Background: an optimization exercise with open tools, aiming at small area. Do not read the settings as production practice.
Function was checked by simulation only, so behaviour that the tests miss may differ from the original.
Power is estimated from default activity; no workload was simulated.

==> inputs of 01-10 <==
==> flow/design.v <==
`timescale 1ns / 1ns
module pll(
    input wire sys_clk ,
    input wire sys_rst_n ,
    output wire vga_en
);
reg clk_25;
always @(posedge sys_clk or negedge sys_rst_n) begin
    if (!sys_rst_n) begin
        clk_25 <= 0;
    end else begin
        clk_25 <= ~clk_25;
    end
end
assign vga_en = ~clk_25;
endmodule
`timescale 1ns / 1ns
module vga_ctrl(
    input  wire        vga_clk,
    input  wire        vga_en,
    input  wire        sys_rst_n,
    output reg  [6:0]  col,
    output reg  [2:0]  slot,
    output reg  [9:0]  v_counter,
    output wire        hsync,
    output wire        vsync
);
wire col_end  = (col == 7'd114);
wire line_end = (slot == 3'd7) && (col == 7'd75);
always @(posedge vga_clk or negedge sys_rst_n) begin
    if (!sys_rst_n) begin
        col  <= 7'd81;
        slot <= 3'd0;
    end else if (vga_en) begin
        if (line_end) begin
            col  <= 7'd81;
            slot <= 3'd0;
        end else if (col_end) begin
            col  <= 7'd0;
            slot <= slot + 1'd1;
        end else begin
            col  <= col + 1'd1;
        end
    end
end
always @(posedge vga_clk or negedge sys_rst_n) begin
    if (!sys_rst_n) begin
        v_counter <= 10'd31;
    end else if (vga_en && line_end) begin
        if (v_counter == 10'd555) v_counter <= 10'd31;
        else                      v_counter <= v_counter + 1'd1;
    end
end
assign hsync = (slot == 3'd0) || ((slot == 3'd1) && (col < 7'd62));
assign vsync = (v_counter < 10'd33);
endmodule
`timescale 1ns / 1ns
module vga_pic(
    input  wire [6:0] col,
    input  wire [2:0] slot,
    input  wire [9:0] v,
    output wire       draw
);
    wire in_band = (v >= 10'd256) && (v < 10'd346);
    wire [6:0] yo = v[6:0];
    wire in_box = (col >= 7'd0) && (col < 7'd90);
    wire side = (col >= 7'd45);
    reg [6:0] fv;    
    always @(*) begin
        case (col[4:0])
            5'd0: fv = 7'd53;
            5'd1: fv = 7'd56;
            5'd2: fv = 7'd59;
            5'd3: fv = 7'd61;
            5'd4: fv = 7'd64;
            5'd5: fv = 7'd67;
            5'd6: fv = 7'd70;
            5'd7: fv = 7'd73;
            5'd8: fv = 7'd75;
            5'd9: fv = 7'd78;
            5'd10: fv = 7'd81;
            5'd11: fv = 7'd84;
            5'd12: fv = 7'd87;
            5'd13: fv = 7'd0;
            5'd14: fv = 7'd2;
            5'd15: fv = 7'd5;
            5'd16: fv = 7'd8;
            5'd17: fv = 7'd11;
            5'd18: fv = 7'd14;
            5'd19: fv = 7'd16;
            5'd20: fv = 7'd19;
            5'd21: fv = 7'd22;
            5'd22: fv = 7'd25;
            5'd23: fv = 7'd28;
            5'd24: fv = 7'd30;
            5'd25: fv = 7'd33;
            5'd26: fv = 7'd36;
            5'd27: fv = 7'd39;
            5'd28: fv = 7'd42;
            5'd29: fv = 7'd45;
            5'd30: fv = 7'd47;
            5'd31: fv = 7'd50;
            default: fv = 7'd0;
        endcase
    end
    wire [7:0] z = side ? (8'd90 - {1'b0, yo}) : {1'b0, yo};
    wire [7:0] d = z + 8'd7 - {1'b0, fv};
    wire band = (d < 8'd15);
    wire draw_m = (col < 7'd17) || (col >= 7'd73) || band;
    wire draw_u = (col < 7'd15) || (col >= 7'd75) || (yo >= 7'd75);
    wire s_l = (col < 7'd15);
    wire s_r = (col >= 7'd76);
    wire draw_s =
        ((yo < 7'd15) && !s_l) ||
        ((yo >= 7'd15) && (yo < 7'd38) && s_l) ||
        ((yo >= 7'd38) && (yo < 7'd45) && !s_r) ||
        ((yo >= 7'd45) && (yo < 7'd53) && !s_l) ||
        ((yo >= 7'd53) && (yo < 7'd76) && s_r) ||
        ((yo >= 7'd76) && !s_r);
    wire draw_t = (yo < 7'd15) || ((col >= 7'd38) && (col < 7'd53));
    reg letter;
    always @(*) begin
        case (slot)
            3'd3: letter = draw_m;
            3'd4: letter = draw_u;
            3'd5: letter = draw_s;
            3'd6: letter = draw_t;
            default: letter = 1'b0;
        endcase
    end
    assign draw = in_band && in_box && letter;
endmodule
`timescale 1ns / 1ns
module vga_colorbar(
input wire sys_clk ,
input wire sys_rst_n ,
output wire hsync ,
output wire vsync ,
output wire [15:0] rgb
);
 wire vga_en;
 wire [6:0] col;
 wire [2:0] slot;
 wire [9:0] v;
 wire draw;
 pll pll_inst (.sys_clk(sys_clk), .sys_rst_n(sys_rst_n), .vga_en(vga_en));
 vga_ctrl vga_ctrl_inst (
 .vga_clk(sys_clk), .vga_en(vga_en), .sys_rst_n(sys_rst_n),
 .col(col), .slot(slot), .v_counter(v), .hsync(hsync), .vsync(vsync));
 vga_pic vga_pic_inst (.col(col), .slot(slot), .v(v), .draw(draw));
 assign rgb = {16{draw}};
endmodule
==> flow/flow/run.sh <==
#!/bin/bash
# Own layout flow: the standard flow (standard.sh), with two changes to synthesis only:
#  - the final ABC mapping uses flow/map.abc (deeper area-oriented optimisation) instead of
#    ORFS's speed script, through the abc override in flow/my_synth.tcl;
#  - Yosys's adder extraction (ADDER_MAP_FILE) is skipped so ABC optimises that logic too.
# Port buffers (one per input and output port, as in the standard flow) use buf_1.
# Registers, their names and cell types are the standard synthesis's.
set -euo pipefail
W=$(pwd)
export MY_ABC_SCRIPT=$W/flow/map.abc
export FLOW_SYNTH_TCL=$W/synth_recipe.tcl
bash standard.sh SYNTH_SCRIPT=$W/flow/my_synth.tcl ADDER_MAP_FILE= "BUFFER_PORTS_ARGS=-buffer_cell sky130_fd_sc_hd__buf_1" finish > $W/flow_make.log 2>&1
==> flow/flow/map.abc <==
strash
&get -n
&deepsyn -T 30
&put
dch
amap
topo
stime -c
==> flow/flow/my_synth.tcl <==
# Standard synthesis (synth_recipe.tcl) with only the final ABC mapping script replaced:
# ORFS calls abc with its speed script and -D set from the SDC; this runs MY_ABC_SCRIPT with
# -D 20000 (ps) and the same liberty, dont_use and constraint arguments.
set my_dir [file dirname [file normalize [info script]]]
proc abc {args} {
  global my_dir
  set a [list]
  set skip 0
  foreach x $args {
    if {$skip} { set skip 0; continue }
    if {$x eq "-script" || $x eq "-D"} { set skip 1; continue }
    lappend a $x
  }
  yosys abc -script $::env(MY_ABC_SCRIPT) -D 20000 {*}$a
}
source $::env(FLOW_SYNTH_TCL)
==> flow/standard.sh <==
#!/bin/bash
# synth_recipe.tcl (not shown) runs the flow's synth.tcl, then flattens the netlist and writes it again
# the make line also repeats each setting of config.mk as NAME=value (left out here)
make -C /OpenROAD-flow-scripts/flow DESIGN_CONFIG=/design/flow/config.mk WORK_HOME=/design/flow/orfs CLKGATE_MAP_FILE= SYNTH_SCRIPT=/design/flow/synth_recipe.tcl "${@:-finish}"
==> flow/config.mk <==
export PLATFORM = sky130hd
export DESIGN_NAME = vga_colorbar
export DESIGN_NICKNAME = vga_colorbar
export VERILOG_FILES = /design/flow/design.v
export SDC_FILE = /design/flow/constraint.sdc
export NUM_CORES = 4
export LEC_CHECK = 0
export CAP_MARGIN = 20
export CORE_MARGIN = 2
export CORE_UTILIZATION = 40
export CTS_BUF_LIST = sky130_fd_sc_hd__clkbuf_4
export PLACE_DENSITY = 0.6
export SLEW_MARGIN = 20
==> flow/constraint.sdc <==
create_clock -name core_clock -period 20.0 [get_ports {sys_clk}]
set_input_delay 4.0000 -clock core_clock [delete_from_list [all_inputs] [get_ports {sys_clk}]]
set_output_delay 4.0000 -clock core_clock [all_outputs]
set_load 0.01 [all_outputs]
==> inputs of 09-27, as changes to 01-10 <==
==> flow/design.v, changed modules only <==
module vga_ctrl(
    input  wire        vga_clk,
    input  wire        vga_en,
    input  wire        sys_rst_n,
    output reg  [9:0]  h_counter,
    output reg  [9:0]  v_counter,
    output wire        hsync,
    output wire        vsync
);
wire h_end = (h_counter == 10'd810);
always @(posedge vga_clk or negedge sys_rst_n) begin
    if (!sys_rst_n) begin
        h_counter <= 10'd11;
    end else if (vga_en) begin
        if (h_end) h_counter <= 10'd11;
        else       h_counter <= h_counter + 1'd1;
    end
end
always @(posedge vga_clk or negedge sys_rst_n) begin
    if (!sys_rst_n) begin
        v_counter <= 10'd31;
    end else if (vga_en && h_end) begin
        if (v_counter == 10'd555) v_counter <= 10'd31;
        else                      v_counter <= v_counter + 1'd1;
    end
end
assign hsync = (h_counter < 10'd107);
assign vsync = (v_counter < 10'd33);
endmodule
module vga_pic(
    input  wire [9:0] h,
    input  wire [9:0] v,
    output wire       draw
);
    wire in_band = (v >= 10'd256) && (v < 10'd346);
    wire [6:0] yo = v[6:0];
    wire in_m = (h >= 10'd275) && (h < 10'd365);
    wire [4:0] t = h[4:0];
    wire side = (h >= 10'd320);
    reg [6:0] fv;
    always @(*) begin
        case (t)
            5'd0: fv = 7'd0;
            5'd1: fv = 7'd2;
            5'd2: fv = 7'd5;
            5'd3: fv = 7'd8;
            5'd4: fv = 7'd11;
            5'd5: fv = 7'd14;
            5'd6: fv = 7'd16;
            5'd7: fv = 7'd19;
            5'd8: fv = 7'd22;
            5'd9: fv = 7'd25;
            5'd10: fv = 7'd28;
            5'd11: fv = 7'd30;
            5'd12: fv = 7'd33;
            5'd13: fv = 7'd36;
            5'd14: fv = 7'd39;
            5'd15: fv = 7'd42;
            5'd16: fv = 7'd45;
            5'd17: fv = 7'd47;
            5'd18: fv = 7'd50;
            5'd19: fv = 7'd53;
            5'd20: fv = 7'd56;
            5'd21: fv = 7'd59;
            5'd22: fv = 7'd61;
            5'd23: fv = 7'd64;
            5'd24: fv = 7'd67;
            5'd25: fv = 7'd70;
            5'd26: fv = 7'd73;
            5'd27: fv = 7'd75;
            5'd28: fv = 7'd78;
            5'd29: fv = 7'd81;
            5'd30: fv = 7'd84;
            5'd31: fv = 7'd87;
            default: fv = 7'd0;
        endcase
    end
    wire [7:0] z = side ? (8'd90 - {1'b0, yo}) : {1'b0, yo};
    wire [7:0] d = z + 8'd7 - {1'b0, fv};
    wire band = (d < 8'd15);
    wire draw_m = in_m && ((h < 10'd292) || (h >= 10'd348) || band);
    wire in_u = (h >= 10'd390) && (h < 10'd480);
    wire draw_u = in_u && ((h < 10'd405) || (h >= 10'd465) || (yo >= 7'd75));
    wire in_s = (h >= 10'd505) && (h < 10'd595);
    wire s_l = (h < 10'd520);
    wire s_r = (h >= 10'd581);
    wire draw_s = in_s && (
        ((yo < 7'd15) && !s_l) ||
        ((yo >= 7'd15) && (yo < 7'd38) && s_l) ||
        ((yo >= 7'd38) && (yo < 7'd45) && !s_r) ||
        ((yo >= 7'd45) && (yo < 7'd53) && !s_l) ||
        ((yo >= 7'd53) && (yo < 7'd76) && s_r) ||
        ((yo >= 7'd76) && !s_r));
    wire in_t = (h >= 10'd620) && (h < 10'd710);
    wire draw_t = in_t && ((yo < 7'd15) || ((h >= 10'd658) && (h < 10'd673)));
    assign draw = in_band && (draw_m || draw_u || draw_s || draw_t);
endmodule
module vga_colorbar(
input wire sys_clk ,
input wire sys_rst_n ,
output wire hsync ,
output wire vsync ,
output wire [15:0] rgb
);
 wire vga_en;
 wire [9:0] h;
 wire [9:0] v;
 wire draw;
 pll pll_inst (.sys_clk(sys_clk), .sys_rst_n(sys_rst_n), .vga_en(vga_en));
 vga_ctrl vga_ctrl_inst (
 .vga_clk(sys_clk), .vga_en(vga_en), .sys_rst_n(sys_rst_n),
 .h_counter(h), .v_counter(v), .hsync(hsync), .vsync(vsync));
 vga_pic vga_pic_inst (.h(h), .v(v), .draw(draw));
 assign rgb = {16{draw}};
endmodule
--- a/flow/config.mk
+++ b/flow/config.mk
@@ -10,4 +10,5 @@
 export CORE_UTILIZATION = 40
 export CTS_BUF_LIST = sky130_fd_sc_hd__clkbuf_4
+export CTS_CLUSTER_SIZE = 8
 export PLACE_DENSITY = 0.6
 export SLEW_MARGIN = 20
==> inputs of 04-08, as changes to 01-10 <==
--- a/flow/config.mk
+++ b/flow/config.mk
@@ -9,5 +9,7 @@
 export CORE_MARGIN = 2
 export CORE_UTILIZATION = 40
-export CTS_BUF_LIST = sky130_fd_sc_hd__clkbuf_4
+export CTS_BUF_LIST = sky130_fd_sc_hd__clkbuf_8
+export CTS_CLUSTER_DIAMETER = 200
+export CTS_CLUSTER_SIZE = 30
 export PLACE_DENSITY = 0.6
 export SLEW_MARGIN = 20
==> comparison <==
Global-route usage, lowest first: 09-27, 01-10, 04-08. Between 04-08 and 09-27, the lower clock skew is in 04-08 (gap 0.0089 ns). Core utilization, lowest first: 09-27, 01-10, 04-08. Clock power: 01-10 is lower than 04-08 (about 18%). In clock-buffer cell count, 04-08 and 09-27 do not differ. In combinational power, 01-10 and 04-08 hardly differ. Sequential share of layout area: 01-10 > 04-08 > 09-27. Design area, lowest first: 01-10, 04-08, 09-27. In critical path depth, 09-27 and 04-08 do not differ.

==> separate check: timing with driven ports <==
No port has a modelled driver above. Below, the same layouts with a new extraction and two added sets of constraints. Step 1 assumes that a clkbuf_16 drives the clock port and a buf_2 every other input. Step 2, shift: input delay + t, output delay - t, t = (earliest + latest rising clock arrival at the registers) / 2. This alone moves slack from input paths to output paths. Three values: no drivers, after step 1, after step 2; two values: the first two.
run | shift t [ns] | slack for setup (ns) | worst hold slack (ns) | worst setup path after step 2 | cell pins on the clock port's net
01-10 | 0.342 | 11.245 / 11.217 / 11.559 | 0.510 / 0.510 / 0.510 | register to output | 1
09-27 | 0.319 | 11.036 / 11.014 / 11.333 | 0.454 / 0.454 / 0.454 | register to output | 1
04-08 | 0.292 | 11.249 / 11.221 / 11.513 | 0.500 / 0.500 / 0.500 | register to output | 1
After both steps setup and hold are still met in every run listed.
